From an optimization exercise on the open Yosys and OpenROAD flow, aimed at small area, a short achievable clock period and few clock cycles; shortcuts taken in it are not production practice.
The RTL was checked by simulation tests, not by an equivalence proof against the original design.
Power figures rest on the tool's default switching activity, not on a simulated workload.

the reference run:
// MyDesign
module MyDesign (clock, reset, go, rdAddress, wrAddress, WE, readbus, writebus, overflow, finished);
==> module fsub2, before the edit <==
module fsub2 (clock, a, b, en2, z, zn);
input         clock;
input  [31:0] a, b;
input         en2;
output reg [31:0] z;
output     [31:0] zn;       
wire        sa = a[31], sb = ~b[31];
wire [7:0]  ea = a[30:23], eb = b[30:23];
wire        za = (ea == 8'd0), zb = (eb == 8'd0);
wire        ia = (ea == 8'hff), ib = (eb == 8'hff);
wire        na = ia & (a[22:0] != 23'd0), nb = ib & (b[22:0] != 23'd0);
wire [8:0]  dab = {1'b0, ea} - {1'b0, eb};
wire [7:0]  dba = eb - ea;
wire        egt = ~dab[8] & (dab[7:0] != 8'd0);      
wire        elt = dab[8];                             
wire        mlt = a[22:0] < b[22:0];                  
wire        swap = elt | (~egt & mlt);
wire        sl = swap ? sb : sa;
wire [7:0]  el = elt ? eb : ea;
wire [7:0]  d  = elt ? dba : dab[7:0];
wire [23:0] mx = elt ? {1'b1, b[22:0]} : {1'b1, a[22:0]};
wire [23:0] my = elt ? {1'b1, a[22:0]} : {1'b1, b[22:0]};
wire        sub = sa ^ sb;
wire        big = (d > 8'd26);
wire [4:0]  dc = d[4:0];
wire [26:0] yx = {my, 3'b000};
wire [26:0] ysh = yx >> dc;
wire [26:0] ymask = ~(27'h7ffffff << dc);
wire        ystk = (yx & ymask) != 27'd0;
wire [26:0] ay = big ? 27'd1 : {ysh[26:1], ysh[0] | ystk};
wire [26:0] lx = {mx, 3'b000};
wire [27:0] sumf = sub ? ({1'b0, lx} - {1'b0, ay}) : ({1'b0, lx} + {1'b0, ay});
wire [23:0] mdr = {1'b1, b[22:0]} - {1'b1, a[22:0]};
wire        rev = ~egt & ~elt & sub & mlt;
wire [27:0] sum = rev ? {1'b0, mdr, 3'b000} : sumf;
reg  [31:0] spv;
reg         spf;
always @(*) begin
	spf = 1'b1;
	if (na | nb | (ia & ib & (sa ^ sb))) spv = 32'h7fc00000;
	else if (ia)        spv = {sa, 8'hff, 23'd0};
	else if (ib)        spv = {sb, 8'hff, 23'd0};
	else if (za & zb)   spv = {sa & sb, 31'd0};
	else if (za)        spv = {sb, b[30:0]};
	else if (zb)        spv = a;
	else begin          spv = 32'd0; spf = 1'b0; end
end
reg [27:0] sum1;
reg [7:0]  el1;
reg        sl1, spf1;
reg [31:0] spv1;
always @(posedge clock) begin
	sum1 <= sum; el1 <= el; sl1 <= sl; spf1 <= spf; spv1 <= spv;
end
wire [31:0] lzx = {sum1[26:0], 1'b1, 4'b0000};
wire [15:0] z1;  wire [15:0] c1z;           
wire [7:0]  z2;  wire [15:0] c2z;           
wire [3:0]  z3;  wire [11:0] c3z;           
wire [1:0]  z4;  wire [7:0]  c4z;           
genvar gi;
generate for (gi = 0; gi < 16; gi = gi + 1) begin : l1
	assign z1[gi]  = ~(lzx[2*gi+1] | lzx[2*gi]);
	assign c1z[gi] = ~lzx[2*gi+1];
end
for (gi = 0; gi < 8; gi = gi + 1) begin : l2
	assign z2[gi] = z1[2*gi+1] & z1[2*gi];
	assign c2z[2*gi+1:2*gi] = z1[2*gi+1] ? {1'b1, c1z[2*gi]} : {1'b0, c1z[2*gi+1]};
end
for (gi = 0; gi < 4; gi = gi + 1) begin : l3
	assign z3[gi] = z2[2*gi+1] & z2[2*gi];
	assign c3z[3*gi+2:3*gi] = z2[2*gi+1] ? {1'b1, c2z[4*gi+1:4*gi]} : {1'b0, c2z[4*gi+3:4*gi+2]};
end
for (gi = 0; gi < 2; gi = gi + 1) begin : l4
	assign z4[gi] = z3[2*gi+1] & z3[2*gi];
	assign c4z[4*gi+3:4*gi] = z3[2*gi+1] ? {1'b1, c3z[6*gi+2:6*gi]} : {1'b0, c3z[6*gi+5:6*gi+3]};
end endgenerate
wire [4:0]  lz = z4[1] ? {1'b1, c4z[3:0]} : {1'b0, c4z[7:4]};
wire [26:0] nl = sum1[26:0] << lz;
wire [26:0] nr = {sum1[27:2], sum1[1] | sum1[0]};
wire [26:0] nm = sum1[27] ? nr : nl;
wire [9:0]  e1 = sum1[27] ? ({2'b0, el1} + 10'd1) : ({2'b0, el1} - {5'd0, lz});
wire        up = nm[2] & (nm[1] | nm[0] | nm[3]);
wire [24:0] mr = {1'b0, nm[26:3]} + {24'd0, up};
wire [9:0]  e2 = e1 + {9'd0, mr[24]};
wire [22:0] mf = mr[24] ? mr[23:1] : mr[22:0];
reg  [31:0] zr;
always @(*) begin
	if (spf1)                              zr = spv1;
	else if (sum1 == 28'd0)                zr = 32'd0;
	else if (e2[9] | (e2[8:0] == 9'd0))    zr = {sl1, 31'd0};
	else if (e2[8] | (e2[7:0] == 8'hff))   zr = {sl1, 8'hff, 23'd0};
	else                                   zr = {sl1, e2[7:0], mf};
end
assign zn = zr;
always @(posedge clock) if (en2) z <= zr;
endmodule
Settings: LEC_CHECK=0, ABC_AREA=1, CAP_MARGIN=30, CORE_MARGIN=2, CORE_UTILIZATION=35, CTS_CLUSTER_DIAMETER=200, CTS_CLUSTER_SIZE=20, PLACE_DENSITY=0.45, SLEW_MARGIN=30; clock period 30.0 ns.
run.sh (not shown) runs the stock make flow with config.mk's settings and CLKGATE_MAP_FILE= SYNTH_SCRIPT=/design/flow/synth_recipe.tcl, a recipe that flattens the netlist after the stock synthesis.
Testbench counts of the reference run, summed over its fixed seeds: cycles 9,864.
> inputs changed (the reference run -> the trial run)
--- a/flow/design.v
+++ b/flow/design.v
@@ -78,45 +78,39 @@
 wire        elt = dab[8];                             
 wire        mlt = a[22:0] < b[22:0];                  
 wire        swap = elt | (~egt & mlt);
 wire        sl = swap ? sb : sa;
 wire [7:0]  el = elt ? eb : ea;
 wire [7:0]  d  = elt ? dba : dab[7:0];
-wire [23:0] mx = elt ? {1'b1, b[22:0]} : {1'b1, a[22:0]};
-wire [23:0] my = elt ? {1'b1, a[22:0]} : {1'b1, b[22:0]};
+wire [23:0] ma = za ? 24'd0 : {1'b1, a[22:0]};
+wire [23:0] mb = zb ? 24'd0 : {1'b1, b[22:0]};
+wire [23:0] mx = elt ? mb : ma;
+wire [23:0] my = elt ? ma : mb;
+wire        zy = elt ? za : zb;
 wire        sub = sa ^ sb;
 wire        big = (d > 8'd26);
 wire [4:0]  dc = d[4:0];
 wire [26:0] yx = {my, 3'b000};
 wire [26:0] ysh = yx >> dc;
 wire [26:0] ymask = ~(27'h7ffffff << dc);
 wire        ystk = (yx & ymask) != 27'd0;
-wire [26:0] ay = big ? 27'd1 : {ysh[26:1], ysh[0] | ystk};
+wire [26:0] ay = big ? {26'd0, ~zy} : {ysh[26:1], ysh[0] | ystk};
 wire [26:0] lx = {mx, 3'b000};
 wire [27:0] sumf = sub ? ({1'b0, lx} - {1'b0, ay}) : ({1'b0, lx} + {1'b0, ay});
 wire [23:0] mdr = {1'b1, b[22:0]} - {1'b1, a[22:0]};
 wire        rev = ~egt & ~elt & sub & mlt;
 wire [27:0] sum = rev ? {1'b0, mdr, 3'b000} : sumf;
-reg  [31:0] spv;
-reg         spf;
-always @(*) begin
-	spf = 1'b1;
-	if (na | nb | (ia & ib & (sa ^ sb))) spv = 32'h7fc00000;
-	else if (ia)        spv = {sa, 8'hff, 23'd0};
-	else if (ib)        spv = {sb, 8'hff, 23'd0};
-	else if (za & zb)   spv = {sa & sb, 31'd0};
-	else if (za)        spv = {sb, b[30:0]};
-	else if (zb)        spv = a;
-	else begin          spv = 32'd0; spf = 1'b0; end
-end
+wire        spn = na | nb | (ia & ib & (sa ^ sb));
+wire        spf = spn | ia | ib | (za & zb);
+wire        spi = ia | ib;
+wire        sps = ia ? sa : ib ? sb : (sa & sb);
 reg [27:0] sum1;
 reg [7:0]  el1;
-reg        sl1, spf1;
-reg [31:0] spv1;
+reg        sl1, spf1, spn1, spi1, sps1;
 always @(posedge clock) begin
-	sum1 <= sum; el1 <= el; sl1 <= sl; spf1 <= spf; spv1 <= spv;
+	sum1 <= sum; el1 <= el; sl1 <= sl; spf1 <= spf; spn1 <= spn; spi1 <= spi; sps1 <= sps;
 end
 wire [31:0] lzx = {sum1[26:0], 1'b1, 4'b0000};
 wire [15:0] z1;  wire [15:0] c1z;           
 wire [7:0]  z2;  wire [15:0] c2z;           
 wire [3:0]  z3;  wire [11:0] c3z;           
 wire [1:0]  z4;  wire [7:0]  c4z;           
@@ -145,13 +139,13 @@
 wire        up = nm[2] & (nm[1] | nm[0] | nm[3]);
 wire [24:0] mr = {1'b0, nm[26:3]} + {24'd0, up};
 wire [9:0]  e2 = e1 + {9'd0, mr[24]};
 wire [22:0] mf = mr[24] ? mr[23:1] : mr[22:0];
 reg  [31:0] zr;
 always @(*) begin
-	if (spf1)                              zr = spv1;
+	if (spf1)                              zr = spn1 ? 32'h7fc00000 : {sps1, {8{spi1}}, 23'd0};
 	else if (sum1 == 28'd0)                zr = 32'd0;
 	else if (e2[9] | (e2[8:0] == 9'd0))    zr = {sl1, 31'd0};
 	else if (e2[8] | (e2[7:0] == 8'hff))   zr = {sl1, 8'hff, 23'd0};
 	else                                   zr = {sl1, e2[7:0], mf};
 end
 assign zn = zr;
==> run notes <==
Between the reference run and the trial run, the flow reports global-route wire length before repair increasing by a few percent. Sort the reference run and the trial run by clock skew, ascending, and the reference run comes first. The trial run vs the reference run, met3 capacity usage during global routing went down by 0.20 points. On worst setup slack, the trial run does worse than the reference run. In the trial run relative to the reference run, maximum number of pins on one net before global-route repair had gone up by more than 10%. Combinational power share ended up 1.3 points higher on the trial run than on the reference run. A startpoint of the most critical setup path of u_m1.s1[19]$_DFF_P_ is what the trial run shows, while rdAddress[2]$_SDFF_PP0_ belongs to the reference run. Sequential cell count, the reference run and the trial run: smaller value in the trial run. Diff the reference run -> the trial run | total power consumption of the routed design | increase of about 3.2%. Against the reference run as the reference, the trial run delivers a higher synthesized cell count. Final wirelength delta (the trial run − the reference run): unfavourable. The number of cells on the worst reg-to-reg path in the trial run is 1.5 times that in the reference run.
Testbench counts of the trial run, summed over its fixed seeds: cycles 9,864.

[re-timing with driven ports]
The results above use ideal ports. As a check the final layouts listed here were re-extracted and re-timed, cells and wires unchanged.
Step 1, drivers: a clkbuf_16 drives clock and a buf_2 each remaining input, both assumed.
Step 2 moves the port delays by t, midway between the first and last clock arrival at a register: inputs arrive t later, outputs are due t later. That takes back most of the time a late clock gives input paths.
Three values: ideal ports, drivers, drivers and shift; two values: the first two.
run | t, ns | setup WS [ns] | cell pins on the clock port's net
the reference run | 0.853 | 22.128 / 22.020 / 22.195 | 1
the trial run | 0.952 | 21.568 / 21.568 / 21.568 | 1
After both steps every run listed still meets setup and hold.
